What follows belongs to an exercise in optimizing a design on an open flow for small area; a production flow would make more cautious choices. Only simulation tests tie the RTL to the original design; equivalence was not proved. The clock port is modelled as an ideal driver; clocking choices that lean on that would not hold on a real chip.

==> inputs of job 2161 <==
==> flow/design.v (excerpt) <==
module PE0(
  input         clock,
  input         reset,
  input         io_cfgEn,
  input  [31:0] io_cfgData,
  input  [32:0] io_inputs_0,
  input  [32:0] io_inputs_1,
  output [32:0] io_outputs_0
);
==> flow/config.mk <==
export PLATFORM = sky130hd
export DESIGN_NAME = PE0
export DESIGN_NICKNAME = PE0
export VERILOG_FILES = /design/flow/design.v
export SDC_FILE = /design/flow/constraint.sdc
export NUM_CORES = 8
export LEC_CHECK = 0
export CAP_MARGIN = 20
export CORE_MARGIN = 2
export CORE_UTILIZATION = 40
export SLEW_MARGIN = 20
export SYNTH_HIERARCHICAL = 1
export SYNTH_MINIMUM_KEEP_SIZE = 0
==> flow/constraint.sdc <==
create_clock -name core_clock -period 10.0 [get_ports {clock}]
set_input_delay 2.0000 -clock core_clock [delete_from_list [all_inputs] [get_ports {clock}]]
set_output_delay 2.0000 -clock core_clock [all_outputs]
set_load 0.01 [all_outputs]
standard.sh (not shown) runs the stock make flow with config.mk's settings and CLKGATE_MAP_FILE= SYNTH_SCRIPT=/design/flow/synth_recipe.tcl, a recipe that flattens the netlist after the stock synthesis.
==> flow/flow/run.sh <==
#!/bin/bash
# Standard ORFS layout with area-recovery steps added:
#  1. after synthesis, every combinational cell starts at the smallest cell of its Liberty
#     cell_footprint (the flow's own repair steps then size up what timing needs);
#  2. after clock tree synthesis and again after global routing, each cell is tried at a smaller
#     cell of the same footprint and kept there when setup/hold timing, slew and capacitance limits
#     still hold.
# Each tool's output goes to a log of its own in the work folder.
set -euo pipefail
W=$(pwd)
R=$W/orfs/results/$FLOW_PLATFORM/PE0/base
export RECOVER_LIB=$FLOW_HOME/platforms/$FLOW_PLATFORM/lib/sky130_fd_sc_hd__tt_025C_1v80.lib
SETRC=$FLOW_HOME/platforms/$FLOW_PLATFORM/setRC.tcl

bash standard.sh synth > $W/log_synth.txt 2>&1

cat > $W/minsize_run.tcl <<EOT
read_db $R/1_synth.odb
source $W/flow/minsize.tcl
write_db $R/1_synth.odb
EOT
openroad -no_init -exit $W/minsize_run.tcl > $W/log_minsize.txt 2>&1
touch $R/1_synth.sdc

bash standard.sh cts > $W/log_cts.txt 2>&1

recover() { # stage odb sdc global-routing-parasitics
cat > $W/recover_$1.tcl <<EOT
read_liberty $RECOVER_LIB
read_db $2
read_sdc $3
source $SETRC
set_propagated_clock [all_clocks]
source $W/flow/recover.tcl
write_db $2
EOT
RECOVER_GRT=$4 RECOVER_MARGIN=0.1 openroad -no_init -exit $W/recover_$1.tcl > $W/log_recover_$1.txt 2>&1
touch $3
}
recover cts $R/4_cts.odb $R/4_cts.sdc 0

bash standard.sh grt > $W/log_grt.txt 2>&1
recover grt $R/5_1_grt.odb $R/5_1_grt.sdc 1

bash standard.sh finish > $W/log_finish.txt 2>&1
Other scripts of this flow, unchanged in this note and not shown: flow/flow/footprints.tcl, flow/flow/minsize.tcl, flow/flow/recover.tcl
==> job 1723: changes against job 2161 <==
--- a/flow/flow/run.sh
+++ b/flow/flow/run.sh
@@ -4,3 +4,4 @@
 #     cell_footprint (the flow's own repair steps then size up what timing needs);
-#  2. after clock tree synthesis and again after global routing, each cell is tried at a smaller
+#  2. the clock tree is built without dummy loads;
+#  3. after clock tree synthesis and again after global routing, each cell is tried at a smaller
 #     cell of the same footprint and kept there when setup/hold timing, slew and capacitance limits
@@ -24,3 +25,4 @@
 
-bash standard.sh cts > $W/log_cts.txt 2>&1
+# clock tree without dummy loads (CTS adds them only to balance its branches)
+bash standard.sh "CTS_ARGS=-sink_clustering_enable -repair_clock_nets -dont_use_dummy_load" cts > $W/log_cts.txt 2>&1
 
==> comparison table <==
Run status: job 1723 no timing/DRC/antenna violations; job 2161 no timing/DRC/antenna violations
Critical path fanouts, max: job 1723 18; job 2161 4
Achievable Freq: job 1723 103.1 MHz; job 2161 102.8 MHz
Worst reg2reg setup slack: job 1723 0.30 ns; job 2161 0.32 ns
Met2 WL: job 1723 28450 um; job 2161 28300 um
Critical path arrival: job 1723 10.10 ns; job 2161 7.73 ns
Crit share post-route: job 1723 97.04%; job 2161 97.32%
Cell area after layout: job 1723 20610 um2; job 2161 20830 um2
Via count of the first global-routing pass: job 1723 15029; job 2161 15062
Number of logic stages on the critical path including buffering: job 1723 23; job 2161 24
Endpoint of the most critical register-to-register path: job 1723 prod[31]; job 2161 acc[27]
Total detailed-routing wirelength: job 1723 60640 um; job 2161 60510 um
Worst Tran Pin Value: job 1723 1.151 ns; job 2161 1.166 ns
Finished Core Util: job 1723 44.17%; job 2161 44.64%
Multi-input gate share of the layout cell area: job 1723 69.32%; job 2161 68.60%
Detailed-route vias per instance: job 1723 5.977; job 2161 5.941
Post-cts gate resize count: job 1723 6; job 2161 7
Number of clock-tree buffers in the layout: job 1723 17; job 2161 19
Total routed wire length on the met1 layer: job 1723 25120 um; job 2161 24750 um
Worst setup path class: job 1723 register to register; job 2161 register to primary output
GRT met2 Usage: job 1723 39.29%; job 2161 39.42%

afterwards: timing with drivers on the ports:
No port has a modelled driver above. Below, the same layouts with a new extraction and two added sets of constraints. Step 1 sets driving cells, clkbuf_16 on the clock port and buf_2 on the other inputs (assumed; they add their load-dependent delay and slew). Step 2 moves the port delays by t, midway between the first and last clock arrival at a register: inputs arrive t later, outputs are due t later. That takes back most of the time a late clock gives input paths. a / b / c = no drivers / after step 1 / after step 2; a / b = the first two.
run	t (ns)	setup WS [ns]	hold slack, ns	worst register clock-pin slew, ns	cell pins on the clock port's net
job 2161	0.560	0.268 / 0.213 / 0.319	0.498 / 0.498 / 0.498	0.10 / 0.10	1
job 1723	0.537	0.296 / 0.252 / 0.296	0.489 / 0.489 / 0.489	0.08 / 0.08	1
After both steps every run listed still meets setup and hold.
